This is an optimization exercise on Yosys and OpenROAD, whose aim is small area, a short achievable clock period and few clock cycles, not a production implementation.
For this run, only the layout was checked, not whether the RTL still works.

<file path="flow/run.sh">
#!/bin/bash
# synth_recipe.tcl (not shown) runs the flow's synth.tcl, then flattens the netlist and writes it again
# the make line also repeats each setting of config.mk as NAME=value (left out here)
make -C /OpenROAD-flow-scripts/flow DESIGN_CONFIG=/design/flow/config.mk WORK_HOME=/design/flow/orfs CLKGATE_MAP_FILE= SYNTH_SCRIPT=/design/flow/synth_recipe.tcl finish
</file>
<file path="flow/config.mk">
export PLATFORM = sky130hd
export DESIGN_NAME = exu
export DESIGN_NICKNAME = exu
export VERILOG_FILES = /design/flow/design.v
export SDC_FILE = /design/flow/constraint.sdc
export NUM_CORES = 4
export LEC_CHECK = 0
export ABC_CLOCK_PERIOD_IN_PS = 5000
export CAP_MARGIN = 30
export CORE_MARGIN = 2
export CORE_UTILIZATION = 45
export SETUP_SLACK_MARGIN = 4
export SLEW_MARGIN = 30
export TNS_END_PERCENT = 10
</file>
<file path="flow/constraint.sdc">
create_clock -name core_clock -period 10.0 [get_ports {clk}]
set_input_delay 2.0000 -clock core_clock [delete_from_list [all_inputs] [get_ports {clk}]]
set_output_delay 2.0000 -clock core_clock [all_outputs]
set_load 0.01 [all_outputs]
</file>
<file path="flow/design.v">
module exu(
	input wire clk,
	input wire rstn,
	input wire [19:0] ex_sig,
	input wire [31:0] ex_src1,
	input wire [31:0] ex_src2,
	input wire ex_out_valid,
	output reg [31:0] ex_result,
	output wire [2:0] ex_exception,
	output reg ex_in_valid
	);
	assign ex_exception = 3'd0;
	reg st_mul, st_fa1, st_fa2, st_dneg, st_dnorm, st_diter, st_dfix,
	    st_x0, st_lm1, st_lm2;
	wire idle = ~(st_mul | st_fa1 | st_fa2 | st_dneg | st_dnorm | st_diter |
	              st_dfix | st_x0 | st_lm1 | st_lm2);
	reg ph_sq, ph_m1;      
	reg [32:0] MA;         
	reg [31:0] A, B, Q;
	reg [32:0] P;
	reg [12:0] X;
	reg [7:0] EY0, EY1;
	reg SY, SWP, F1, FSUB, SGL;
	reg [4:0] cnt;
	reg sA, sB;
	reg o_fdiv, o_div, o_rem, o_sdiv;
	reg SIGX, SIGD;
	reg [4:0] osel;        
	reg os_cmp, os_sg, R0;
	wire [31:0] i1 = ex_src1;
	wire [31:0] i2 = ex_src2;
	wire eq31 = i1[30:0] == i2[30:0];
	wire lt31 = i1[30:0] < i2[30:0];
	wire gt31 = ~lt31 & ~eq31;
	wire feq = eq31 & (i1[31] == i2[31]);
	wire flt = (i1[31] & ~i2[31]) | (~i1[31] & ~i2[31] & lt31) | (i1[31] & i2[31] & gt31);
	wire flt_r = (i2[31] & ~i1[31]) | (~i2[31] & ~i1[31] & gt31) | (i2[31] & i1[31] & lt31);
	wire fle = ~flt_r;
	wire cmp_bit = (ex_sig[12] & feq) | (ex_sig[13] & flt) | (ex_sig[14] & fle) |
	               (ex_sig[15] & i2[31]) | (ex_sig[16] & ~i2[31]);
	wire is_cmp = |ex_sig[16:12];
	wire is_imul = |ex_sig[3:0];
	wire is_div = |ex_sig[7:4];
	wire is_fadd = ex_sig[8] | ex_sig[9];
	wire [8:0] ed = {1'b0, i1[30:23]} - {1'b0, i2[30:23]};
	wire [7:0] sm_i = ed[8] ? (i2[30:23] - i1[30:23]) : ed[7:0];
	wire fa_sy = gt31 ? i1[31] : (i2[31] ^ ex_sig[9]);
	wire [32:0] ma = MA;
	wire last = cnt == 5'd0;
	reg [3:0] BO, BT, BN;
	reg BU;
	wire [40:0] t;
	mstep2 mstep_u (.ma(ma), .one(BO), .two(BT), .neg(BN), .u(BU), .P(P), .t(t));
	wire [22:0] mymux = P[23] ? P[22:0] : {P[21:0], Q[31]};
	wire [31:0] dmin = A;
	wire [32:0] dsub = {1'b0, dmin} - {1'b0, Q};
	wire dge = ~dsub[32];
	wire [32:0] dsubh = {1'b0, dmin} - {2'b0, Q[31:1]};
	wire [33:0] c3a = {2'b0, dmin}, c3b = ~{2'b0, Q}, c3c = ~{3'b0, Q[31:1]};
	wire [33:0] c3s = c3a ^ c3b ^ c3c;
	wire [33:0] c3c2 = {(c3a[32:0] & c3b[32:0]) | (c3a[32:0] & c3c[32:0]) | (c3b[32:0] & c3c[32:0]), 1'b1};
	wire [33:0] dsub3 = c3s + c3c2 + 34'd1;
	wire dge2 = dge ? ~dsub3[33] : ~dsubh[32];
	wire [31:0] dr1 = dge ? dsub[31:0] : dmin;
	wire [31:0] dr2 = SGL ? dr1 : (dge ? (dge2 ? dsub3[31:0] : dsub[31:0]) : (dge2 ? dsubh[31:0] : dmin));
	wire [31:0] dq2 = SGL ? {1'b0, Q[31:1]} : {2'b0, Q[31:2]};
	wire [31:0] negA = ~A + 32'd1;
	wire [31:0] negB = ~B + 32'd1;
	function [5:0] clz32(input [31:0] v);
		integer k;
		begin
			clz32 = 6'd32;
			for (k = 0; k < 32; k = k + 1)
				if (v[k]) clz32 = 6'd31 - k[5:0];
		end
	endfunction
	wire [31:0] Ap = (o_sdiv & A[31]) ? negA : A;
	wire [31:0] Bp = (o_sdiv & B[31]) ? negB : B;
	wire [31:0] lzA_in = idle ? ex_src1 : Ap;
	wire [31:0] lzB_in = idle ? ex_src2 : Bp;
	wire [5:0] clzA = clz32(lzA_in);
	wire [5:0] clzB = clz32(lzB_in);
	reg [6:0] NSH;
	reg BZ;
	wire [6:0] nsh = NSH;
	wire [31:0] Bsh = B << nsh[4:0];
	wire [7:0] SM = EY0;
	wire [22:0] m1a = SWP ? B[22:0] : A[22:0];
	wire [22:0] m2a = SWP ? A[22:0] : B[22:0];
	wire [7:0] e1a = SWP ? B[30:23] : A[30:23];
	wire pm = A[31] ^ B[31] ^ FSUB;
	wire flag1 = (SM[7:1] == 7'd0) & pm;
	wire [24:0] m2b = {1'b1, m2a, 1'b0} >> SM;
	wire [25:0] mya2 = {2'b01, m1a, 1'b0} + ({1'b0, m2b} ^ {26{pm}}) + {25'd0, pm};
	wire [22:0] my2 = mya2[25] ? mya2[24:2] : (mya2[24] ? mya2[23:1] : mya2[22:0]);
		wire [7:0] ey2 = mya2[25] ? e1a + 8'd1 : (mya2[24] ? e1a : ((|e1a) ? e1a - 8'd1 : 8'd0));
	wire [24:0] m2c = SM[0] ? {2'b01, m2a} : {1'b1, m2a, 1'b0};
	wire [24:0] m1c = {1'b1, m1a, 1'b0} - m2c;
	function [4:0] lzc25(input [24:0] v);
		integer k;
		begin
			lzc25 = 5'd25;
			for (k = 0; k < 25; k = k + 1)
				if (v[k]) lzc25 = 5'd24 - k[4:0];
		end
	endfunction
	wire [4:0] lz = lzc25(m1c);
	wire [24:0] m1s = m1c << lz;
	wire [8:0] ey1a = {1'b0, e1a} - {4'd0, lz};
	wire [7:0] ey1 = (ey1a[8] | ~|m1c) ? 8'd0 : ey1a[7:0];
	wire [31:0] fa_res = flag1 ? {SY, ey1, m1s[23:1]} : {SY, ey2, my2};
	wire [7:0] xe = o_fdiv ? P[30:23] : A[30:23];
	wire fzero = o_fdiv ? (P[30:23] == 8'd0) : 1'b0;
	wire mzero = ~o_fdiv & ((A[30:0] == 31'd0) | (B[30:0] == 31'd0));
	wire [9:0] D0 = mzero ? 10'h381 :
	                {2'b0, xe} + (o_fdiv ? ~{2'b0, B[30:23]} : {2'b0, B[30:23]}) + (o_fdiv ? 10'd127 : 10'h381);
	wire [9:0] D1 = D0 + 10'd1;
	wire [7:0] ey0_n = (D0[9] | fzero) ? 8'd0 : D0[7:0];
	wire [7:0] ey1_n = (D1[9] | fzero) ? 8'd0 : D1[7:0];
	wire [22:0] mix2 = {X[10:0], 12'd0} - mymux;
	reg [7:0] dn;
	always @(*) begin
		if (st_mul) dn = Q[15:8];
		else if (st_x0) dn = {X[2:0], dge, dge2, 3'd0};
		else if (st_lm1) dn = mymux[7:0];
		else if (st_lm2) dn = mix2[7:0];
		else dn = ex_src2[7:0];
	end
	wire [8:0] dd = {dn, 1'b0};
	wire [3:0] bo_n, bt_n, bn_n;
	genvar gj;
	generate for (gj = 0; gj < 4; gj = gj + 1) begin : benc
		assign bo_n[gj] = dd[2*gj+1] ^ dd[2*gj];
		assign bt_n[gj] = (dd[2*gj+2] & ~dd[2*gj+1] & ~dd[2*gj]) | (~dd[2*gj+2] & dd[2*gj+1] & dd[2*gj]);
		assign bn_n[gj] = dd[2*gj+2];
	end endgenerate
	wire bu_n = dn[7] & ~(st_mul & (cnt == 5'd1) & sB);
	always @(posedge clk) begin
		BO <= bo_n;
		BT <= bt_n;
		BN <= bn_n;
		BU <= bu_n;
	end
	always @(posedge clk) begin
		if (~rstn) begin
			{st_mul, st_fa1, st_fa2, st_dneg, st_dnorm, st_diter, st_dfix, st_x0, st_lm1, st_lm2} <= 10'd0;
			ex_in_valid <= 1'b0;
		end else begin
			ex_in_valid <= 1'b0;
			if (idle & ex_out_valid) begin
				A <= ex_sig[11] ? {7'd0, 1'b1, 13'd0, 11'd0} + {22'd0, 1'b1, ex_src2[22:13]} + 32'd1 : ex_src1;
				B <= ex_src2;
				sA <= ex_sig[1] | ex_sig[2];
				sB <= ex_sig[1];
				MA <= ex_sig[10] ? {10'd1, ex_src1[22:0]} : {(ex_sig[1] | ex_sig[2]) & ex_src1[31], ex_src1};
				ph_sq <= 1'b0;
				ph_m1 <= 1'b0;
				o_fdiv <= ex_sig[11];
				o_div <= ex_sig[4] | ex_sig[5];
				o_rem <= ex_sig[6] | ex_sig[7];
				o_sdiv <= ex_sig[4] | ex_sig[6];
				SIGX <= ex_src1[31];
				NSH <= {1'b0, clzB} - {1'b0, clzA};
				BZ <= ex_src2 == 32'd0;
				SIGD <= ex_src2[31];
				FSUB <= ex_sig[9];
				SY <= is_fadd ? fa_sy : (ex_src1[31] ^ ex_src2[31]);
				SWP <= lt31;
				EY0 <= sm_i;
				R0 <= cmp_bit;
				P <= ex_sig[11] ? {1'b0, ex_src1} : 33'd0;
				Q <= ex_sig[10] ? {8'd0, 1'b1, ex_src2[22:0]} :
				     ex_sig[11] ? {8'd0, 1'b1, ex_src2[22:13], 1'b1, 12'd0} : ex_src2;
				X <= 13'd0;
				cnt <= ex_sig[10] ? 5'd2 : ex_sig[11] ? 5'd6 : 5'd3;
				SGL <= 1'b1;
				os_cmp <= |ex_sig[14:12];
				os_sg <= ex_sig[15] | ex_sig[16];
				osel <= {ex_sig[10] | ex_sig[11], ex_sig[4] | ex_sig[5], ex_sig[6] | ex_sig[7], ex_sig[0], ~(ex_sig[0] | is_div | ex_sig[10] | ex_sig[11] | is_cmp)};
				ex_in_valid <= is_cmp;
				st_mul <= is_imul | ex_sig[10];
				st_fa1 <= is_fadd;
				st_dneg <= is_div & (ex_sig[4] | ex_sig[6]) & (ex_src1[31] | ex_src2[31]);
				st_dnorm <= is_div & ~((ex_sig[4] | ex_sig[6]) & (ex_src1[31] | ex_src2[31]));
				st_x0 <= ex_sig[11];
			end
			if (st_mul) begin
				P <= t[40:8];
				Q <= {t[7:0], Q[31:8]};
				if (~o_fdiv) EY0 <= ey0_n;
				if (~o_fdiv) EY1 <= ey1_n;
				cnt <= cnt - 5'd1;
				if (last) begin
					st_mul <= 1'b0;
					if (ph_sq) st_lm1 <= 1'b1;
					else if (ph_m1) st_lm2 <= 1'b1;
					else ex_in_valid <= 1'b1;
				end
			end
			if (st_fa1) begin
				P <= {1'b0, fa_res};
				st_fa1 <= 1'b0;
				ex_in_valid <= 1'b1;
			end
			if (st_dneg) begin
				A <= Ap;
				B <= Bp;
				NSH <= {1'b0, clzB} - {1'b0, clzA};
				BZ <= Bp == 32'd0;
				st_dneg <= 1'b0;
				st_dnorm <= 1'b1;
			end
			if (st_dnorm) begin
				st_dnorm <= 1'b0;
				if (BZ) begin
					B <= 32'hffffffff;
					st_dfix <= 1'b1;
				end else if (nsh[6]) begin
					B <= 32'd0;
					st_dfix <= 1'b1;
				end else begin
					Q <= Bsh;
					B <= 32'd0;
					cnt <= {1'b0, nsh[4:1]};
					SGL <= ~nsh[0];
					st_diter <= 1'b1;
				end
			end
			if (st_diter) begin
				A <= dr2;
				B <= SGL ? {B[30:0], dge} : {B[29:0], dge, dge2};
				Q <= dq2;
				SGL <= 1'b0;
				cnt <= cnt - 5'd1;
				if (last) begin
					st_diter <= 1'b0;
					if ((o_sdiv & o_div & (SIGX ^ SIGD)) | (o_sdiv & o_rem & SIGX))
						st_dfix <= 1'b1;
					else
						ex_in_valid <= 1'b1;
				end
			end
			if (st_dfix) begin
				if (o_sdiv & o_div & (SIGX ^ SIGD)) B <= negB;
				if (o_sdiv & o_rem & SIGX) A <= negA;
				st_dfix <= 1'b0;
				ex_in_valid <= 1'b1;
			end
			if (st_x0) begin
				A <= dr2;
				X <= SGL ? {X[11:0], dge} : {X[10:0], dge, dge2};
				Q <= dq2;
				SGL <= 1'b0;
				EY0 <= ey0_n;
				EY1 <= ey1_n;
				cnt <= cnt - 5'd1;
				if (last) begin
					A <= P[31:0];
					P <= 33'd0;
					Q <= {16'd0, X[10:0], dge, dge2, 3'd0};
					cnt <= 5'd1;
					st_x0 <= 1'b0;
					st_mul <= 1'b1;
					MA <= {9'd0, X[10:0], dge, dge2, 11'd0};
					ph_sq <= 1'b1;
				end
			end
			if (st_lm1) begin
				P <= 33'd0;
				Q <= {8'd0, 1'b1, mymux};
				cnt <= 5'd2;
				MA <= {10'd1, B[22:0]};
				ph_sq <= 1'b0;
				ph_m1 <= 1'b1;
				st_lm1 <= 1'b0;
				st_mul <= 1'b1;
			end
			if (st_lm2) begin
				P <= 33'd0;
				Q <= {8'd0, 1'b1, mix2};
				cnt <= 5'd2;
				MA <= {10'd1, A[22:0]};
				ph_m1 <= 1'b0;
				st_lm2 <= 1'b0;
				st_mul <= 1'b1;
			end
		end
	end
	wire [31:0] fpack = {SY, P[23] ? EY1 : EY0, mymux};
	always @(*) begin
		ex_result = ({32{osel[0]}} & P[31:0]) |
		            ({32{osel[1]}} & Q) |
		            ({32{osel[2]}} & A) |
		            ({32{osel[3]}} & B) |
		            ({32{osel[4]}} & fpack) |
		            {os_sg & R0, {31{os_sg}} & A[30:0]} |
		            {31'd0, os_cmp & R0};
	end
endmodule
module mstep2(input [32:0] ma, input [3:0] one, input [3:0] two, input [3:0] neg, input u, input [32:0] P, output [40:0] t);
wire pp0_0 = ((one[0] & ma[0]) | (two[0] & 1'b0)) ^ neg[0];
wire pp0_1 = ((one[0] & ma[1]) | (two[0] & ma[0])) ^ neg[0];
wire pp0_2 = ((one[0] & ma[2]) | (two[0] & ma[1])) ^ neg[0];
wire pp0_3 = ((one[0] & ma[3]) | (two[0] & ma[2])) ^ neg[0];
wire pp0_4 = ((one[0] & ma[4]) | (two[0] & ma[3])) ^ neg[0];
wire pp0_5 = ((one[0] & ma[5]) | (two[0] & ma[4])) ^ neg[0];
wire pp0_6 = ((one[0] & ma[6]) | (two[0] & ma[5])) ^ neg[0];
wire pp0_7 = ((one[0] & ma[7]) | (two[0] & ma[6])) ^ neg[0];
wire pp0_8 = ((one[0] & ma[8]) | (two[0] & ma[7])) ^ neg[0];
wire pp0_9 = ((one[0] & ma[9]) | (two[0] & ma[8])) ^ neg[0];
wire pp0_10 = ((one[0] & ma[10]) | (two[0] & ma[9])) ^ neg[0];
wire pp0_11 = ((one[0] & ma[11]) | (two[0] & ma[10])) ^ neg[0];
wire pp0_12 = ((one[0] & ma[12]) | (two[0] & ma[11])) ^ neg[0];
wire pp0_13 = ((one[0] & ma[13]) | (two[0] & ma[12])) ^ neg[0];
wire pp0_14 = ((one[0] & ma[14]) | (two[0] & ma[13])) ^ neg[0];
wire pp0_15 = ((one[0] & ma[15]) | (two[0] & ma[14])) ^ neg[0];
wire pp0_16 = ((one[0] & ma[16]) | (two[0] & ma[15])) ^ neg[0];
wire pp0_17 = ((one[0] & ma[17]) | (two[0] & ma[16])) ^ neg[0];
wire pp0_18 = ((one[0] & ma[18]) | (two[0] & ma[17])) ^ neg[0];
wire pp0_19 = ((one[0] & ma[19]) | (two[0] & ma[18])) ^ neg[0];
wire pp0_20 = ((one[0] & ma[20]) | (two[0] & ma[19])) ^ neg[0];
wire pp0_21 = ((one[0] & ma[21]) | (two[0] & ma[20])) ^ neg[0];
wire pp0_22 = ((one[0] & ma[22]) | (two[0] & ma[21])) ^ neg[0];
wire pp0_23 = ((one[0] & ma[23]) | (two[0] & ma[22])) ^ neg[0];
wire pp0_24 = ((one[0] & ma[24]) | (two[0] & ma[23])) ^ neg[0];
wire pp0_25 = ((one[0] & ma[25]) | (two[0] & ma[24])) ^ neg[0];
wire pp0_26 = ((one[0] & ma[26]) | (two[0] & ma[25])) ^ neg[0];
wire pp0_27 = ((one[0] & ma[27]) | (two[0] & ma[26])) ^ neg[0];
wire pp0_28 = ((one[0] & ma[28]) | (two[0] & ma[27])) ^ neg[0];
wire pp0_29 = ((one[0] & ma[29]) | (two[0] & ma[28])) ^ neg[0];
wire pp0_30 = ((one[0] & ma[30]) | (two[0] & ma[29])) ^ neg[0];
wire pp0_31 = ((one[0] & ma[31]) | (two[0] & ma[30])) ^ neg[0];
wire pp0_32 = ((one[0] & ma[32]) | (two[0] & ma[31])) ^ neg[0];
wire pp0_33 = ((one[0] & ma[32]) | (two[0] & ma[32])) ^ neg[0];
wire npp0_33 = ~pp0_33;
wire pp1_0 = ((one[1] & ma[0]) | (two[1] & 1'b0)) ^ neg[1];
wire pp1_1 = ((one[1] & ma[1]) | (two[1] & ma[0])) ^ neg[1];
wire pp1_2 = ((one[1] & ma[2]) | (two[1] & ma[1])) ^ neg[1];
wire pp1_3 = ((one[1] & ma[3]) | (two[1] & ma[2])) ^ neg[1];
wire pp1_4 = ((one[1] & ma[4]) | (two[1] & ma[3])) ^ neg[1];
wire pp1_5 = ((one[1] & ma[5]) | (two[1] & ma[4])) ^ neg[1];
wire pp1_6 = ((one[1] & ma[6]) | (two[1] & ma[5])) ^ neg[1];
wire pp1_7 = ((one[1] & ma[7]) | (two[1] & ma[6])) ^ neg[1];
wire pp1_8 = ((one[1] & ma[8]) | (two[1] & ma[7])) ^ neg[1];
wire pp1_9 = ((one[1] & ma[9]) | (two[1] & ma[8])) ^ neg[1];
wire pp1_10 = ((one[1] & ma[10]) | (two[1] & ma[9])) ^ neg[1];
wire pp1_11 = ((one[1] & ma[11]) | (two[1] & ma[10])) ^ neg[1];
wire pp1_12 = ((one[1] & ma[12]) | (two[1] & ma[11])) ^ neg[1];
wire pp1_13 = ((one[1] & ma[13]) | (two[1] & ma[12])) ^ neg[1];
wire pp1_14 = ((one[1] & ma[14]) | (two[1] & ma[13])) ^ neg[1];
wire pp1_15 = ((one[1] & ma[15]) | (two[1] & ma[14])) ^ neg[1];
wire pp1_16 = ((one[1] & ma[16]) | (two[1] & ma[15])) ^ neg[1];
wire pp1_17 = ((one[1] & ma[17]) | (two[1] & ma[16])) ^ neg[1];
wire pp1_18 = ((one[1] & ma[18]) | (two[1] & ma[17])) ^ neg[1];
wire pp1_19 = ((one[1] & ma[19]) | (two[1] & ma[18])) ^ neg[1];
wire pp1_20 = ((one[1] & ma[20]) | (two[1] & ma[19])) ^ neg[1];
wire pp1_21 = ((one[1] & ma[21]) | (two[1] & ma[20])) ^ neg[1];
wire pp1_22 = ((one[1] & ma[22]) | (two[1] & ma[21])) ^ neg[1];
wire pp1_23 = ((one[1] & ma[23]) | (two[1] & ma[22])) ^ neg[1];
wire pp1_24 = ((one[1] & ma[24]) | (two[1] & ma[23])) ^ neg[1];
wire pp1_25 = ((one[1] & ma[25]) | (two[1] & ma[24])) ^ neg[1];
wire pp1_26 = ((one[1] & ma[26]) | (two[1] & ma[25])) ^ neg[1];
wire pp1_27 = ((one[1] & ma[27]) | (two[1] & ma[26])) ^ neg[1];
wire pp1_28 = ((one[1] & ma[28]) | (two[1] & ma[27])) ^ neg[1];
wire pp1_29 = ((one[1] & ma[29]) | (two[1] & ma[28])) ^ neg[1];
wire pp1_30 = ((one[1] & ma[30]) | (two[1] & ma[29])) ^ neg[1];
wire pp1_31 = ((one[1] & ma[31]) | (two[1] & ma[30])) ^ neg[1];
wire pp1_32 = ((one[1] & ma[32]) | (two[1] & ma[31])) ^ neg[1];
wire pp1_33 = ((one[1] & ma[32]) | (two[1] & ma[32])) ^ neg[1];
wire npp1_33 = ~pp1_33;
wire pp2_0 = ((one[2] & ma[0]) | (two[2] & 1'b0)) ^ neg[2];
wire pp2_1 = ((one[2] & ma[1]) | (two[2] & ma[0])) ^ neg[2];
wire pp2_2 = ((one[2] & ma[2]) | (two[2] & ma[1])) ^ neg[2];
wire pp2_3 = ((one[2] & ma[3]) | (two[2] & ma[2])) ^ neg[2];
wire pp2_4 = ((one[2] & ma[4]) | (two[2] & ma[3])) ^ neg[2];
wire pp2_5 = ((one[2] & ma[5]) | (two[2] & ma[4])) ^ neg[2];
wire pp2_6 = ((one[2] & ma[6]) | (two[2] & ma[5])) ^ neg[2];
wire pp2_7 = ((one[2] & ma[7]) | (two[2] & ma[6])) ^ neg[2];
wire pp2_8 = ((one[2] & ma[8]) | (two[2] & ma[7])) ^ neg[2];
wire pp2_9 = ((one[2] & ma[9]) | (two[2] & ma[8])) ^ neg[2];
wire pp2_10 = ((one[2] & ma[10]) | (two[2] & ma[9])) ^ neg[2];
wire pp2_11 = ((one[2] & ma[11]) | (two[2] & ma[10])) ^ neg[2];
wire pp2_12 = ((one[2] & ma[12]) | (two[2] & ma[11])) ^ neg[2];
wire pp2_13 = ((one[2] & ma[13]) | (two[2] & ma[12])) ^ neg[2];
wire pp2_14 = ((one[2] & ma[14]) | (two[2] & ma[13])) ^ neg[2];
wire pp2_15 = ((one[2] & ma[15]) | (two[2] & ma[14])) ^ neg[2];
wire pp2_16 = ((one[2] & ma[16]) | (two[2] & ma[15])) ^ neg[2];
wire pp2_17 = ((one[2] & ma[17]) | (two[2] & ma[16])) ^ neg[2];
wire pp2_18 = ((one[2] & ma[18]) | (two[2] & ma[17])) ^ neg[2];
wire pp2_19 = ((one[2] & ma[19]) | (two[2] & ma[18])) ^ neg[2];
wire pp2_20 = ((one[2] & ma[20]) | (two[2] & ma[19])) ^ neg[2];
wire pp2_21 = ((one[2] & ma[21]) | (two[2] & ma[20])) ^ neg[2];
wire pp2_22 = ((one[2] & ma[22]) | (two[2] & ma[21])) ^ neg[2];
wire pp2_23 = ((one[2] & ma[23]) | (two[2] & ma[22])) ^ neg[2];
wire pp2_24 = ((one[2] & ma[24]) | (two[2] & ma[23])) ^ neg[2];
wire pp2_25 = ((one[2] & ma[25]) | (two[2] & ma[24])) ^ neg[2];
wire pp2_26 = ((one[2] & ma[26]) | (two[2] & ma[25])) ^ neg[2];
wire pp2_27 = ((one[2] & ma[27]) | (two[2] & ma[26])) ^ neg[2];
wire pp2_28 = ((one[2] & ma[28]) | (two[2] & ma[27])) ^ neg[2];
wire pp2_29 = ((one[2] & ma[29]) | (two[2] & ma[28])) ^ neg[2];
wire pp2_30 = ((one[2] & ma[30]) | (two[2] & ma[29])) ^ neg[2];
wire pp2_31 = ((one[2] & ma[31]) | (two[2] & ma[30])) ^ neg[2];
wire pp2_32 = ((one[2] & ma[32]) | (two[2] & ma[31])) ^ neg[2];
wire pp2_33 = ((one[2] & ma[32]) | (two[2] & ma[32])) ^ neg[2];
wire npp2_33 = ~pp2_33;
wire pp3_0 = ((one[3] & ma[0]) | (two[3] & 1'b0)) ^ neg[3];
wire pp3_1 = ((one[3] & ma[1]) | (two[3] & ma[0])) ^ neg[3];
wire pp3_2 = ((one[3] & ma[2]) | (two[3] & ma[1])) ^ neg[3];
wire pp3_3 = ((one[3] & ma[3]) | (two[3] & ma[2])) ^ neg[3];
wire pp3_4 = ((one[3] & ma[4]) | (two[3] & ma[3])) ^ neg[3];
wire pp3_5 = ((one[3] & ma[5]) | (two[3] & ma[4])) ^ neg[3];
wire pp3_6 = ((one[3] & ma[6]) | (two[3] & ma[5])) ^ neg[3];
wire pp3_7 = ((one[3] & ma[7]) | (two[3] & ma[6])) ^ neg[3];
wire pp3_8 = ((one[3] & ma[8]) | (two[3] & ma[7])) ^ neg[3];
wire pp3_9 = ((one[3] & ma[9]) | (two[3] & ma[8])) ^ neg[3];
wire pp3_10 = ((one[3] & ma[10]) | (two[3] & ma[9])) ^ neg[3];
wire pp3_11 = ((one[3] & ma[11]) | (two[3] & ma[10])) ^ neg[3];
wire pp3_12 = ((one[3] & ma[12]) | (two[3] & ma[11])) ^ neg[3];
wire pp3_13 = ((one[3] & ma[13]) | (two[3] & ma[12])) ^ neg[3];
wire pp3_14 = ((one[3] & ma[14]) | (two[3] & ma[13])) ^ neg[3];
wire pp3_15 = ((one[3] & ma[15]) | (two[3] & ma[14])) ^ neg[3];
wire pp3_16 = ((one[3] & ma[16]) | (two[3] & ma[15])) ^ neg[3];
wire pp3_17 = ((one[3] & ma[17]) | (two[3] & ma[16])) ^ neg[3];
wire pp3_18 = ((one[3] & ma[18]) | (two[3] & ma[17])) ^ neg[3];
wire pp3_19 = ((one[3] & ma[19]) | (two[3] & ma[18])) ^ neg[3];
wire pp3_20 = ((one[3] & ma[20]) | (two[3] & ma[19])) ^ neg[3];
wire pp3_21 = ((one[3] & ma[21]) | (two[3] & ma[20])) ^ neg[3];
wire pp3_22 = ((one[3] & ma[22]) | (two[3] & ma[21])) ^ neg[3];
wire pp3_23 = ((one[3] & ma[23]) | (two[3] & ma[22])) ^ neg[3];
wire pp3_24 = ((one[3] & ma[24]) | (two[3] & ma[23])) ^ neg[3];
wire pp3_25 = ((one[3] & ma[25]) | (two[3] & ma[24])) ^ neg[3];
wire pp3_26 = ((one[3] & ma[26]) | (two[3] & ma[25])) ^ neg[3];
wire pp3_27 = ((one[3] & ma[27]) | (two[3] & ma[26])) ^ neg[3];
wire pp3_28 = ((one[3] & ma[28]) | (two[3] & ma[27])) ^ neg[3];
wire pp3_29 = ((one[3] & ma[29]) | (two[3] & ma[28])) ^ neg[3];
wire pp3_30 = ((one[3] & ma[30]) | (two[3] & ma[29])) ^ neg[3];
wire pp3_31 = ((one[3] & ma[31]) | (two[3] & ma[30])) ^ neg[3];
wire pp3_32 = ((one[3] & ma[32]) | (two[3] & ma[31])) ^ neg[3];
wire pp3_33 = ((one[3] & ma[32]) | (two[3] & ma[32])) ^ neg[3];
wire npp3_33 = ~pp3_33;
wire ur_0 = u & ma[0];
wire ur_1 = u & ma[1];
wire ur_2 = u & ma[2];
wire ur_3 = u & ma[3];
wire ur_4 = u & ma[4];
wire ur_5 = u & ma[5];
wire ur_6 = u & ma[6];
wire ur_7 = u & ma[7];
wire ur_8 = u & ma[8];
wire ur_9 = u & ma[9];
wire ur_10 = u & ma[10];
wire ur_11 = u & ma[11];
wire ur_12 = u & ma[12];
wire ur_13 = u & ma[13];
wire ur_14 = u & ma[14];
wire ur_15 = u & ma[15];
wire ur_16 = u & ma[16];
wire ur_17 = u & ma[17];
wire ur_18 = u & ma[18];
wire ur_19 = u & ma[19];
wire ur_20 = u & ma[20];
wire ur_21 = u & ma[21];
wire ur_22 = u & ma[22];
wire ur_23 = u & ma[23];
wire ur_24 = u & ma[24];
wire ur_25 = u & ma[25];
wire ur_26 = u & ma[26];
wire ur_27 = u & ma[27];
wire ur_28 = u & ma[28];
wire ur_29 = u & ma[29];
wire ur_30 = u & ma[30];
wire ur_31 = u & ma[31];
wire nur_32 = ~(u & ma[32]);
wire nP32 = ~P[32];
wire r1 = pp0_32 ^ pp1_30;
wire r2 = pp0_32 & pp1_30;
wire r3 = pp0_4 ^ pp1_2;
wire r4 = pp0_4 & pp1_2;
wire r5 = pp0_5 ^ pp1_3;
wire r6 = pp0_5 & pp1_3;
wire r7 = pp0_6 ^ pp1_4 ^ pp2_2;
wire r8 = (pp0_6 & pp1_4) | (pp0_6 & pp2_2) | (pp1_4 & pp2_2);
wire r9 = pp3_0 ^ neg[3];
wire r10 = pp3_0 & neg[3];
wire r11 = pp0_7 ^ pp1_5 ^ pp2_3;
wire r12 = (pp0_7 & pp1_5) | (pp0_7 & pp2_3) | (pp1_5 & pp2_3);
wire r13 = pp3_1 ^ P[7];
wire r14 = pp3_1 & P[7];
wire r15 = pp0_8 ^ pp1_6 ^ pp2_4;
wire r16 = (pp0_8 & pp1_6) | (pp0_8 & pp2_4) | (pp1_6 & pp2_4);
wire r17 = pp3_2 ^ ur_0 ^ P[8];
wire r18 = (pp3_2 & ur_0) | (pp3_2 & P[8]) | (ur_0 & P[8]);
wire r19 = pp0_9 ^ pp1_7 ^ pp2_5;
wire r20 = (pp0_9 & pp1_7) | (pp0_9 & pp2_5) | (pp1_7 & pp2_5);
wire r21 = pp3_3 ^ ur_1 ^ P[9];
wire r22 = (pp3_3 & ur_1) | (pp3_3 & P[9]) | (ur_1 & P[9]);
wire r23 = pp0_10 ^ pp1_8 ^ pp2_6;
wire r24 = (pp0_10 & pp1_8) | (pp0_10 & pp2_6) | (pp1_8 & pp2_6);
wire r25 = pp3_4 ^ ur_2 ^ P[10];
wire r26 = (pp3_4 & ur_2) | (pp3_4 & P[10]) | (ur_2 & P[10]);
wire r27 = pp0_11 ^ pp1_9 ^ pp2_7;
wire r28 = (pp0_11 & pp1_9) | (pp0_11 & pp2_7) | (pp1_9 & pp2_7);
wire r29 = pp3_5 ^ ur_3 ^ P[11];
wire r30 = (pp3_5 & ur_3) | (pp3_5 & P[11]) | (ur_3 & P[11]);
wire r31 = pp0_12 ^ pp1_10 ^ pp2_8;
wire r32 = (pp0_12 & pp1_10) | (pp0_12 & pp2_8) | (pp1_10 & pp2_8);
wire r33 = pp3_6 ^ ur_4 ^ P[12];
wire r34 = (pp3_6 & ur_4) | (pp3_6 & P[12]) | (ur_4 & P[12]);
wire r35 = pp0_13 ^ pp1_11 ^ pp2_9;
wire r36 = (pp0_13 & pp1_11) | (pp0_13 & pp2_9) | (pp1_11 & pp2_9);
wire r37 = pp3_7 ^ ur_5 ^ P[13];
wire r38 = (pp3_7 & ur_5) | (pp3_7 & P[13]) | (ur_5 & P[13]);
wire r39 = pp0_14 ^ pp1_12 ^ pp2_10;
wire r40 = (pp0_14 & pp1_12) | (pp0_14 & pp2_10) | (pp1_12 & pp2_10);
wire r41 = pp3_8 ^ ur_6 ^ P[14];
wire r42 = (pp3_8 & ur_6) | (pp3_8 & P[14]) | (ur_6 & P[14]);
wire r43 = pp0_15 ^ pp1_13 ^ pp2_11;
wire r44 = (pp0_15 & pp1_13) | (pp0_15 & pp2_11) | (pp1_13 & pp2_11);
wire r45 = pp3_9 ^ ur_7 ^ P[15];
wire r46 = (pp3_9 & ur_7) | (pp3_9 & P[15]) | (ur_7 & P[15]);
wire r47 = pp0_16 ^ pp1_14 ^ pp2_12;
wire r48 = (pp0_16 & pp1_14) | (pp0_16 & pp2_12) | (pp1_14 & pp2_12);
wire r49 = pp3_10 ^ ur_8 ^ P[16];
wire r50 = (pp3_10 & ur_8) | (pp3_10 & P[16]) | (ur_8 & P[16]);
wire r51 = pp0_17 ^ pp1_15 ^ pp2_13;
wire r52 = (pp0_17 & pp1_15) | (pp0_17 & pp2_13) | (pp1_15 & pp2_13);
wire r53 = pp3_11 ^ ur_9 ^ P[17];
wire r54 = (pp3_11 & ur_9) | (pp3_11 & P[17]) | (ur_9 & P[17]);
wire r55 = pp0_18 ^ pp1_16 ^ pp2_14;
wire r56 = (pp0_18 & pp1_16) | (pp0_18 & pp2_14) | (pp1_16 & pp2_14);
wire r57 = pp3_12 ^ ur_10 ^ P[18];
wire r58 = (pp3_12 & ur_10) | (pp3_12 & P[18]) | (ur_10 & P[18]);
wire r59 = pp0_19 ^ pp1_17 ^ pp2_15;
wire r60 = (pp0_19 & pp1_17) | (pp0_19 & pp2_15) | (pp1_17 & pp2_15);
wire r61 = pp3_13 ^ ur_11 ^ P[19];
wire r62 = (pp3_13 & ur_11) | (pp3_13 & P[19]) | (ur_11 & P[19]);
wire r63 = pp0_20 ^ pp1_18 ^ pp2_16;
wire r64 = (pp0_20 & pp1_18) | (pp0_20 & pp2_16) | (pp1_18 & pp2_16);
wire r65 = pp3_14 ^ ur_12 ^ P[20];
wire r66 = (pp3_14 & ur_12) | (pp3_14 & P[20]) | (ur_12 & P[20]);
wire r67 = pp0_21 ^ pp1_19 ^ pp2_17;
wire r68 = (pp0_21 & pp1_19) | (pp0_21 & pp2_17) | (pp1_19 & pp2_17);
wire r69 = pp3_15 ^ ur_13 ^ P[21];
wire r70 = (pp3_15 & ur_13) | (pp3_15 & P[21]) | (ur_13 & P[21]);
wire r71 = pp0_22 ^ pp1_20 ^ pp2_18;
wire r72 = (pp0_22 & pp1_20) | (pp0_22 & pp2_18) | (pp1_20 & pp2_18);
wire r73 = pp3_16 ^ ur_14 ^ P[22];
wire r74 = (pp3_16 & ur_14) | (pp3_16 & P[22]) | (ur_14 & P[22]);
wire r75 = pp0_23 ^ pp1_21 ^ pp2_19;
wire r76 = (pp0_23 & pp1_21) | (pp0_23 & pp2_19) | (pp1_21 & pp2_19);
wire r77 = pp3_17 ^ ur_15 ^ P[23];
wire r78 = (pp3_17 & ur_15) | (pp3_17 & P[23]) | (ur_15 & P[23]);
wire r79 = pp0_24 ^ pp1_22 ^ pp2_20;
wire r80 = (pp0_24 & pp1_22) | (pp0_24 & pp2_20) | (pp1_22 & pp2_20);
wire r81 = pp3_18 ^ ur_16 ^ P[24];
wire r82 = (pp3_18 & ur_16) | (pp3_18 & P[24]) | (ur_16 & P[24]);
wire r83 = pp0_25 ^ pp1_23 ^ pp2_21;
wire r84 = (pp0_25 & pp1_23) | (pp0_25 & pp2_21) | (pp1_23 & pp2_21);
wire r85 = pp3_19 ^ ur_17 ^ P[25];
wire r86 = (pp3_19 & ur_17) | (pp3_19 & P[25]) | (ur_17 & P[25]);
wire r87 = pp0_26 ^ pp1_24 ^ pp2_22;
wire r88 = (pp0_26 & pp1_24) | (pp0_26 & pp2_22) | (pp1_24 & pp2_22);
wire r89 = pp3_20 ^ ur_18 ^ P[26];
wire r90 = (pp3_20 & ur_18) | (pp3_20 & P[26]) | (ur_18 & P[26]);
wire r91 = pp0_27 ^ pp1_25 ^ pp2_23;
wire r92 = (pp0_27 & pp1_25) | (pp0_27 & pp2_23) | (pp1_25 & pp2_23);
wire r93 = pp3_21 ^ ur_19 ^ P[27];
wire r94 = (pp3_21 & ur_19) | (pp3_21 & P[27]) | (ur_19 & P[27]);
wire r95 = pp0_28 ^ pp1_26 ^ pp2_24;
wire r96 = (pp0_28 & pp1_26) | (pp0_28 & pp2_24) | (pp1_26 & pp2_24);
wire r97 = pp3_22 ^ ur_20 ^ P[28];
wire r98 = (pp3_22 & ur_20) | (pp3_22 & P[28]) | (ur_20 & P[28]);
wire r99 = pp0_29 ^ pp1_27 ^ pp2_25;
wire r100 = (pp0_29 & pp1_27) | (pp0_29 & pp2_25) | (pp1_27 & pp2_25);
wire r101 = pp3_23 ^ ur_21 ^ P[29];
wire r102 = (pp3_23 & ur_21) | (pp3_23 & P[29]) | (ur_21 & P[29]);
wire r103 = pp0_30 ^ pp1_28 ^ pp2_26;
wire r104 = (pp0_30 & pp1_28) | (pp0_30 & pp2_26) | (pp1_28 & pp2_26);
wire r105 = pp3_24 ^ ur_22 ^ P[30];
wire r106 = (pp3_24 & ur_22) | (pp3_24 & P[30]) | (ur_22 & P[30]);
wire r107 = pp0_31 ^ pp1_29 ^ pp2_27;
wire r108 = (pp0_31 & pp1_29) | (pp0_31 & pp2_27) | (pp1_29 & pp2_27);
wire r109 = pp3_25 ^ ur_23 ^ P[31];
wire r110 = (pp3_25 & ur_23) | (pp3_25 & P[31]) | (ur_23 & P[31]);
wire r111 = r1 ^ pp2_28 ^ pp3_26;
wire r112 = (r1 & pp2_28) | (r1 & pp3_26) | (pp2_28 & pp3_26);
wire r113 = ur_24 ^ nP32 ^ 1'b1;
wire r114 = (ur_24 & nP32) | (ur_24 & 1'b1) | (nP32 & 1'b1);
wire r115 = r2 ^ npp0_33 ^ pp1_31;
wire r116 = (r2 & npp0_33) | (r2 & pp1_31) | (npp0_33 & pp1_31);
wire r117 = pp2_29 ^ pp3_27 ^ ur_25;
wire r118 = (pp2_29 & pp3_27) | (pp2_29 & ur_25) | (pp3_27 & ur_25);
wire r119 = pp1_32 ^ pp2_30 ^ pp3_28;
wire r120 = (pp1_32 & pp2_30) | (pp1_32 & pp3_28) | (pp2_30 & pp3_28);
wire r121 = ur_26 ^ 1'b1;
wire r122 = ur_26 & 1'b1;
wire r123 = npp1_33 ^ pp2_31 ^ pp3_29;
wire r124 = (npp1_33 & pp2_31) | (npp1_33 & pp3_29) | (pp2_31 & pp3_29);
wire r125 = pp2_32 ^ pp3_30;
wire r126 = pp2_32 & pp3_30;
wire r127 = pp0_2 ^ pp1_0;
wire r128 = pp0_2 & pp1_0;
wire r129 = pp0_3 ^ pp1_1;
wire r130 = pp0_3 & pp1_1;
wire r131 = r3 ^ pp2_0 ^ neg[2];
wire r132 = (r3 & pp2_0) | (r3 & neg[2]) | (pp2_0 & neg[2]);
wire r133 = r4 ^ r5 ^ pp2_1;
wire r134 = (r4 & r5) | (r4 & pp2_1) | (r5 & pp2_1);
wire r135 = r6 ^ r7 ^ r9;
wire r136 = (r6 & r7) | (r6 & r9) | (r7 & r9);
wire r137 = r8 ^ r10 ^ r11;
wire r138 = (r8 & r10) | (r8 & r11) | (r10 & r11);
wire r139 = r12 ^ r14 ^ r15;
wire r140 = (r12 & r14) | (r12 & r15) | (r14 & r15);
wire r141 = r16 ^ r18 ^ r19;
wire r142 = (r16 & r18) | (r16 & r19) | (r18 & r19);
wire r143 = r20 ^ r22 ^ r23;
wire r144 = (r20 & r22) | (r20 & r23) | (r22 & r23);
wire r145 = r24 ^ r26 ^ r27;
wire r146 = (r24 & r26) | (r24 & r27) | (r26 & r27);
wire r147 = r28 ^ r30 ^ r31;
wire r148 = (r28 & r30) | (r28 & r31) | (r30 & r31);
wire r149 = r32 ^ r34 ^ r35;
wire r150 = (r32 & r34) | (r32 & r35) | (r34 & r35);
wire r151 = r36 ^ r38 ^ r39;
wire r152 = (r36 & r38) | (r36 & r39) | (r38 & r39);
wire r153 = r40 ^ r42 ^ r43;
wire r154 = (r40 & r42) | (r40 & r43) | (r42 & r43);
wire r155 = r44 ^ r46 ^ r47;
wire r156 = (r44 & r46) | (r44 & r47) | (r46 & r47);
wire r157 = r48 ^ r50 ^ r51;
wire r158 = (r48 & r50) | (r48 & r51) | (r50 & r51);
wire r159 = r52 ^ r54 ^ r55;
wire r160 = (r52 & r54) | (r52 & r55) | (r54 & r55);
wire r161 = r56 ^ r58 ^ r59;
wire r162 = (r56 & r58) | (r56 & r59) | (r58 & r59);
wire r163 = r60 ^ r62 ^ r63;
wire r164 = (r60 & r62) | (r60 & r63) | (r62 & r63);
wire r165 = r64 ^ r66 ^ r67;
wire r166 = (r64 & r66) | (r64 & r67) | (r66 & r67);
wire r167 = r68 ^ r70 ^ r71;
wire r168 = (r68 & r70) | (r68 & r71) | (r70 & r71);
wire r169 = r72 ^ r74 ^ r75;
wire r170 = (r72 & r74) | (r72 & r75) | (r74 & r75);
wire r171 = r76 ^ r78 ^ r79;
wire r172 = (r76 & r78) | (r76 & r79) | (r78 & r79);
wire r173 = r80 ^ r82 ^ r83;
wire r174 = (r80 & r82) | (r80 & r83) | (r82 & r83);
wire r175 = r84 ^ r86 ^ r87;
wire r176 = (r84 & r86) | (r84 & r87) | (r86 & r87);
wire r177 = r88 ^ r90 ^ r91;
wire r178 = (r88 & r90) | (r88 & r91) | (r90 & r91);
wire r179 = r92 ^ r94 ^ r95;
wire r180 = (r92 & r94) | (r92 & r95) | (r94 & r95);
wire r181 = r96 ^ r98 ^ r99;
wire r182 = (r96 & r98) | (r96 & r99) | (r98 & r99);
wire r183 = r100 ^ r102 ^ r103;
wire r184 = (r100 & r102) | (r100 & r103) | (r102 & r103);
wire r185 = r104 ^ r106 ^ r107;
wire r186 = (r104 & r106) | (r104 & r107) | (r106 & r107);
wire r187 = r108 ^ r110 ^ r111;
wire r188 = (r108 & r110) | (r108 & r111) | (r110 & r111);
wire r189 = r112 ^ r114 ^ r115;
wire r190 = (r112 & r114) | (r112 & r115) | (r114 & r115);
wire r191 = r116 ^ r118 ^ r119;
wire r192 = (r116 & r118) | (r116 & r119) | (r118 & r119);
wire r193 = r120 ^ r122 ^ r123;
wire r194 = (r120 & r122) | (r120 & r123) | (r122 & r123);
wire r195 = r124 ^ r125 ^ ur_28;
wire r196 = (r124 & r125) | (r124 & ur_28) | (r125 & ur_28);
wire r197 = r126 ^ npp2_33 ^ pp3_31;
wire r198 = (r126 & npp2_33) | (r126 & pp3_31) | (npp2_33 & pp3_31);
wire r199 = pp3_32 ^ ur_30;
wire r200 = pp3_32 & ur_30;
wire r201 = pp0_0 ^ neg[0];
wire r202 = pp0_0 & neg[0];
wire r203 = pp0_1 ^ P[1];
wire r204 = pp0_1 & P[1];
wire r205 = r127 ^ neg[1] ^ P[2];
wire r206 = (r127 & neg[1]) | (r127 & P[2]) | (neg[1] & P[2]);
wire r207 = r128 ^ r129 ^ P[3];
wire r208 = (r128 & r129) | (r128 & P[3]) | (r129 & P[3]);
wire r209 = r130 ^ r131 ^ P[4];
wire r210 = (r130 & r131) | (r130 & P[4]) | (r131 & P[4]);
wire r211 = r132 ^ r133 ^ P[5];
wire r212 = (r132 & r133) | (r132 & P[5]) | (r133 & P[5]);
wire r213 = r134 ^ r135 ^ P[6];
wire r214 = (r134 & r135) | (r134 & P[6]) | (r135 & P[6]);
wire r215 = r136 ^ r137 ^ r13;
wire r216 = (r136 & r137) | (r136 & r13) | (r137 & r13);
wire r217 = r138 ^ r139 ^ r17;
wire r218 = (r138 & r139) | (r138 & r17) | (r139 & r17);
wire r219 = r140 ^ r141 ^ r21;
wire r220 = (r140 & r141) | (r140 & r21) | (r141 & r21);
wire r221 = r142 ^ r143 ^ r25;
wire r222 = (r142 & r143) | (r142 & r25) | (r143 & r25);
wire r223 = r144 ^ r145 ^ r29;
wire r224 = (r144 & r145) | (r144 & r29) | (r145 & r29);
wire r225 = r146 ^ r147 ^ r33;
wire r226 = (r146 & r147) | (r146 & r33) | (r147 & r33);
wire r227 = r148 ^ r149 ^ r37;
wire r228 = (r148 & r149) | (r148 & r37) | (r149 & r37);
wire r229 = r150 ^ r151 ^ r41;
wire r230 = (r150 & r151) | (r150 & r41) | (r151 & r41);
wire r231 = r152 ^ r153 ^ r45;
wire r232 = (r152 & r153) | (r152 & r45) | (r153 & r45);
wire r233 = r154 ^ r155 ^ r49;
wire r234 = (r154 & r155) | (r154 & r49) | (r155 & r49);
wire r235 = r156 ^ r157 ^ r53;
wire r236 = (r156 & r157) | (r156 & r53) | (r157 & r53);
wire r237 = r158 ^ r159 ^ r57;
wire r238 = (r158 & r159) | (r158 & r57) | (r159 & r57);
wire r239 = r160 ^ r161 ^ r61;
wire r240 = (r160 & r161) | (r160 & r61) | (r161 & r61);
wire r241 = r162 ^ r163 ^ r65;
wire r242 = (r162 & r163) | (r162 & r65) | (r163 & r65);
wire r243 = r164 ^ r165 ^ r69;
wire r244 = (r164 & r165) | (r164 & r69) | (r165 & r69);
wire r245 = r166 ^ r167 ^ r73;
wire r246 = (r166 & r167) | (r166 & r73) | (r167 & r73);
wire r247 = r168 ^ r169 ^ r77;
wire r248 = (r168 & r169) | (r168 & r77) | (r169 & r77);
wire r249 = r170 ^ r171 ^ r81;
wire r250 = (r170 & r171) | (r170 & r81) | (r171 & r81);
wire r251 = r172 ^ r173 ^ r85;
wire r252 = (r172 & r173) | (r172 & r85) | (r173 & r85);
wire r253 = r174 ^ r175 ^ r89;
wire r254 = (r174 & r175) | (r174 & r89) | (r175 & r89);
wire r255 = r176 ^ r177 ^ r93;
wire r256 = (r176 & r177) | (r176 & r93) | (r177 & r93);
wire r257 = r178 ^ r179 ^ r97;
wire r258 = (r178 & r179) | (r178 & r97) | (r179 & r97);
wire r259 = r180 ^ r181 ^ r101;
wire r260 = (r180 & r181) | (r180 & r101) | (r181 & r101);
wire r261 = r182 ^ r183 ^ r105;
wire r262 = (r182 & r183) | (r182 & r105) | (r183 & r105);
wire r263 = r184 ^ r185 ^ r109;
wire r264 = (r184 & r185) | (r184 & r109) | (r185 & r109);
wire r265 = r186 ^ r187 ^ r113;
wire r266 = (r186 & r187) | (r186 & r113) | (r187 & r113);
wire r267 = r188 ^ r189 ^ r117;
wire r268 = (r188 & r189) | (r188 & r117) | (r189 & r117);
wire r269 = r190 ^ r191 ^ r121;
wire r270 = (r190 & r191) | (r190 & r121) | (r191 & r121);
wire r271 = r192 ^ r193 ^ ur_27;
wire r272 = (r192 & r193) | (r192 & ur_27) | (r193 & ur_27);
wire r273 = r194 ^ r195 ^ 1'b1;
wire r274 = (r194 & r195) | (r194 & 1'b1) | (r195 & 1'b1);
wire r275 = r196 ^ r197 ^ ur_29;
wire r276 = (r196 & r197) | (r196 & ur_29) | (r197 & ur_29);
wire r277 = r198 ^ r199 ^ 1'b1;
wire r278 = (r198 & r199) | (r198 & 1'b1) | (r199 & 1'b1);
wire r279 = r200 ^ npp3_33 ^ ur_31;
wire r280 = (r200 & npp3_33) | (r200 & ur_31) | (npp3_33 & ur_31);
wire [40:0] sx = {r280,r278,r276,r274,r272,r270,r268,r266,r264,r262,r260,r258,r256,r254,r252,r250,r248,r246,r244,r242,r240,r238,r236,r234,r232,r230,r228,r226,r224,r222,r220,r218,r216,r214,r212,r210,r208,r206,r204,r202,r201};
wire [40:0] sy = {nur_32,r279,r277,r275,r273,r271,r269,r267,r265,r263,r261,r259,r257,r255,r253,r251,r249,r247,r245,r243,r241,r239,r237,r235,r233,r231,r229,r227,r225,r223,r221,r219,r217,r215,r213,r211,r209,r207,r205,r203,P[0]};
assign t = sx + sy;
endmodule
</file>
==> parameters.txt <==
Parameter                              Value

Floorplan
  Die area ... approximately 110,000 µm²
  Die X ... roughly 330 µm
  Total core area ... slightly above 100,000 µm²
  Die height ... ~330 µm
  Starting Density ... 0.452
  Number of placement rows ... around 120
  Count of pins on the block boundary ... ~120

Yosys
  Netlist Area Pre-Place ... between 40,000 and 50,000 µm²
  Warnings, synthesis ... 1
  Area leader, netlist ... edfxtp_1
  Number of flip-flops and latches in the synthesized netlist ... 243
  Area contributors post-synth ... edfxtp_1, ha_1, fa_1
  Synthesized netlist cell count ... just over 6,000
  Main flop type after synthesis ... edfxtp_1
  Share of Yosys cell area claimed by the top area cell type ... 0.142
  Count of flip-flops with a built-in enable after synthesis ... 220
  Share of the yosys chip area belonging to registers ... 0.152
  Share of synthesized registers carrying an async set or reset ... 0
  Syn_area_per_cell ... 7.57 µm²
  Post-synthesis cell type count ... about 100

Critical path
  Largest driver fanout on the critical path ... 4
  Startpoint of the worst setup timing path ... ex_src2[4]
  End point of the critical path ... NSH[6]$_DFFE_PP_
  CP required ... roughly 10,000 ps
  Reg2reg end ... P[23]$_SDFFCE_PP0P_
  Critical register-to-register path startpoint ... B[2]$_DFFE_PP_
  Worst setup slack for register-to-register paths ... roughly 3500 ps
  R2r worst-path depth ... 29
  Endpoint arrival time on the critical path ... between 6000 and 7000 ps
  Category of the critical setup timing path ... input pin to flop
  CP Capture Type ... flop
  CP startpoint kind ... input pin

Cells and area
  Final cell utilization of the core ... 0.520
  Final design instance area without fill ... 53,600 µm²
  Layout overhead on the synthesized area ... 15.0%
  Final Non-Filler Cells ... 7,632
  Final-stage net count ... between 6,000 and 7,000
  Layout cell share with drive strength beyond 1 ... 0.131

Timing
  Max-slew violation count ... 0
  Slew @ Worst Pin ... about 1200 ps
  Maximum clock frequency ... ~150 MHz
  Tcrit/Tclk final ... 0.652
  Least setup slack across all paths after layout ... 3480 ps
  Min Clock Period, post-route ... approximately 6500 ps
  Post-route clock skew ... slightly below 50 ps
  Hold Violations, Final ... 0
  Setup repair after global routing missed its margin ... true
  Worst relative slew slack ... 0.208
  Count of final setup violators ... 0
  Worst hold slack after final layout ... slightly below 500 ps
  Fin Setup TNS ... 0 ps

Detailed routing
  Final antenna-violating net count ... 0
  Total DRC errors in the routed layout ... 0
  Average via count per standard cell ... just under 7
  DRT Wirelength ... roughly 250 mm
  Total iterations of the first detailed-routing run ... 11
  Vias post-DR ... around 52,000
  Violation count after the first detailed-route iteration ... roughly 8,400
  Routed length per placed instance ... approximately 32 µm

Placed design
  Post-place setup slack ... ~2100 ps
  Placed cell count ... between 7,000 and 8,000
  Total of buffers placed on input and output ports ... 116
  DP HPWL ... 185 mm
  Total cell area at the placement stage ... 49,300 µm²
  Gpl congestion ... about 1.1

Global routing
  Pin count of the biggest net entering global routing ... 96
  Vias in the first global route ... 47,600
  Initial antenna violation count ... 16
  Global-route usage over all layers ... 0.445
  First-pass GRT wire length ... around 350 mm
  Total gr overflow ... 0

Clock tree
  Inserted Clock Buffers ... 35
  Clock tree from TritonCTS ... done
  TritonCTS sink count ... between 200 and 250
  Clock-pin transition on the worst setup and hold timing paths ... approximately 70 ps
  Root Driver ... clkbuf_16
  Number of buffers inserted for hold repair after clock tree synthesis ... 0
  Clock Tree Buf Depth ... 3
  CTS H-Tree Depth ... 2
  Clock latency on the worst-skew pair ... between 600 and 700 ps

Worst hold path
  Classification of the worst-slack hold path ... flop to flop

Job
  Max-Cap Viols ... 0

Run status
  Result of the run ... timing/DRC/antenna clean
==> critical path: stages <==
cell	delay, ps
clkdlybuf4s50_1	480
buf_6	190
clkinvlp_4	260
o21ai_0	170
a21oi_1	110
o211ai_1	180
buf_4	210
o21ai_0	230
o21ai_0	220
a41oi_1	280
o21ai_1	230
a21o_1	210
a21boi_0	170
o311a_1	380
a221o_1	350
ha_1	230
fa_1	470
nor2b_1	130
o21ai_0	80
nand2b_1	110
a21o_1	120
a21oi_1	50
==> logic make-up after synthesis <==
kind of cell	share of synthesized area
muxes	0.0779
DFF	0.152
AOI/OAI and AO/OA	0.285
other	0.0000804
and+or+nand+nor	0.174
xor gates and xnor gates	0.0939
adders and majority gates	0.146
buffers and inverters	0.0724
==> synth_stat cells, types with 38 or more instances <==
cell and number:
a211oi_1 110, a21o_1 98, a21oi_1 579, a221oi_1 64
a22oi_1 170, a31oi_1 70, and2_1 49, and3_1 52
buf_1 51, clkbuf_1 414, edfxtp_1 220, fa_1 166
ha_1 277, inv_1 398, mux2_2 59, mux2i_1 203
mux4_2 41, nand2_1 589, nand2b_1 70, nand3_1 111
nor2_1 494, nor2b_1 58, nor3_1 143, o211ai_1 57
o21a_1 45, o21ai_0 385, o21bai_1 38, o22ai_1 58
xnor2_1 289, xor2_1 211
==> registers in the layout, indices dropped and copies added, names as in the netlist, 5 cells and up <==
name	count
EY0	8
EY1	8
A	32
Q	32
MA	33
P	33
X	11
B	32
NSH	6
osel	5
cnt	5
==> worst min path at each step <==
stage                         to                start  depth (start not counted)
2_1_floorplan  st_lm2$_SDFF_PP0_  ph_sq$_SDFFCE_PP0P_                          1
3_3_place_gp   st_lm2$_SDFF_PP0_    st_lm2$_SDFF_PP0_                          1
3_5_place_dp   st_lm2$_SDFF_PP0_  ph_sq$_SDFFCE_PP0P_                          1
4_1_cts        st_lm2$_SDFF_PP0_  ph_sq$_SDFFCE_PP0P_                          1
5_1_grt        st_lm2$_SDFF_PP0_  ph_sq$_SDFFCE_PP0P_                          1
6_report       st_lm2$_SDFF_PP0_  ph_sq$_SDFFCE_PP0P_                          1
==> routing by layer <==
layer | part of all wire | vias to the layer above | track usage
li1 | - | 22600 | -
met1 | 0.38 | 25300 | 0.571
met2 | 0.39 | 3802 | 0.605
met3 | 0.14 | 780 | 0.167
met4 | 0.088 | 14 | 0.324
met5 | 0.00053 | - | 0
==> layout by cell type, fill, tap and decap left out, types with 25 or more instances in the layout <==
master,netlist,layout
a211oi_1,110,103
a21o_1,98,98
a21oi_1,579,554
a221o_1,25,25
a221oi_1,64,63
a222oi_1,34,34
a22oi_1,170,161
a31oi_1,70,62
and2_1,49,48
and3_1,52,51
buf_4,5,315
clkbuf_16,0,38
clkdlybuf4s50_1,0,114
edfxtp_1,220,220
fa_1,166,164
ha_1,277,258
inv_1,398,385
mux2_2,59,58
mux2i_1,203,200
mux4_2,41,41
nand2_1,589,583
nand2b_1,70,70
nand3_1,111,108
nand4_1,34,34
nor2_1,494,480
nor2b_1,58,54
nor3_1,143,136
nor4_1,27,25
o211ai_1,57,57
o21a_1,45,45
o21ai_0,385,354
o21ai_1,8,32
o21bai_1,38,37
o22ai_1,58,56
o311ai_0,32,32
or2_2,36,33
or3_1,34,32
xnor2_1,289,274
xor2_1,211,206
==> area by class of cell <==
cell class	count	area, µm²
diodes	18	45.0
flip-flops and latches	243	7090
multi-input cells	5036	37600
clock buffers	45	1010
inverters	404	1550
fillers	10100	49600
well taps	1380	1730
repair buffers	487	4420
clock inverters	19	228
==> what timing repair did <==
action | in CTS | in global routing
pin swaps | 68 | 51
buffers inserted | 139 | 50
cloned | 5 | 1
resized for setup | 235 | 59
endpoints found under the setup margin | 57 | 77

port drivers added, routing unchanged:
No port has a modelled driver above. Below, the same layout with a new extraction and two added sets of constraints. Step 1 assumes that a clkbuf_16 drives the clock port and a buf_2 every other input. Step 2 moves the port delays by t, midway between the first and last clock arrival at a register: inputs arrive t later, outputs are due t later. That takes back most of the time a late clock gives input paths. a / b / c = ideal ports / drivers / drivers and shift; a / b = the first two.
t, ns: 0.674
setup WS [ns]: 3.482 / 3.485 / 2.857
hold WS [ns]: 0.497 / 0.497 / 0.497
worst register clock-pin slew, ns: 0.07 / 0.07
worst data-port slew with drivers (ns): 0.06
After both steps setup and hold are still met in this run. For this run, drivers alone change the setup slack by +0.003 ns; drivers and shift together by -0.625 ns.
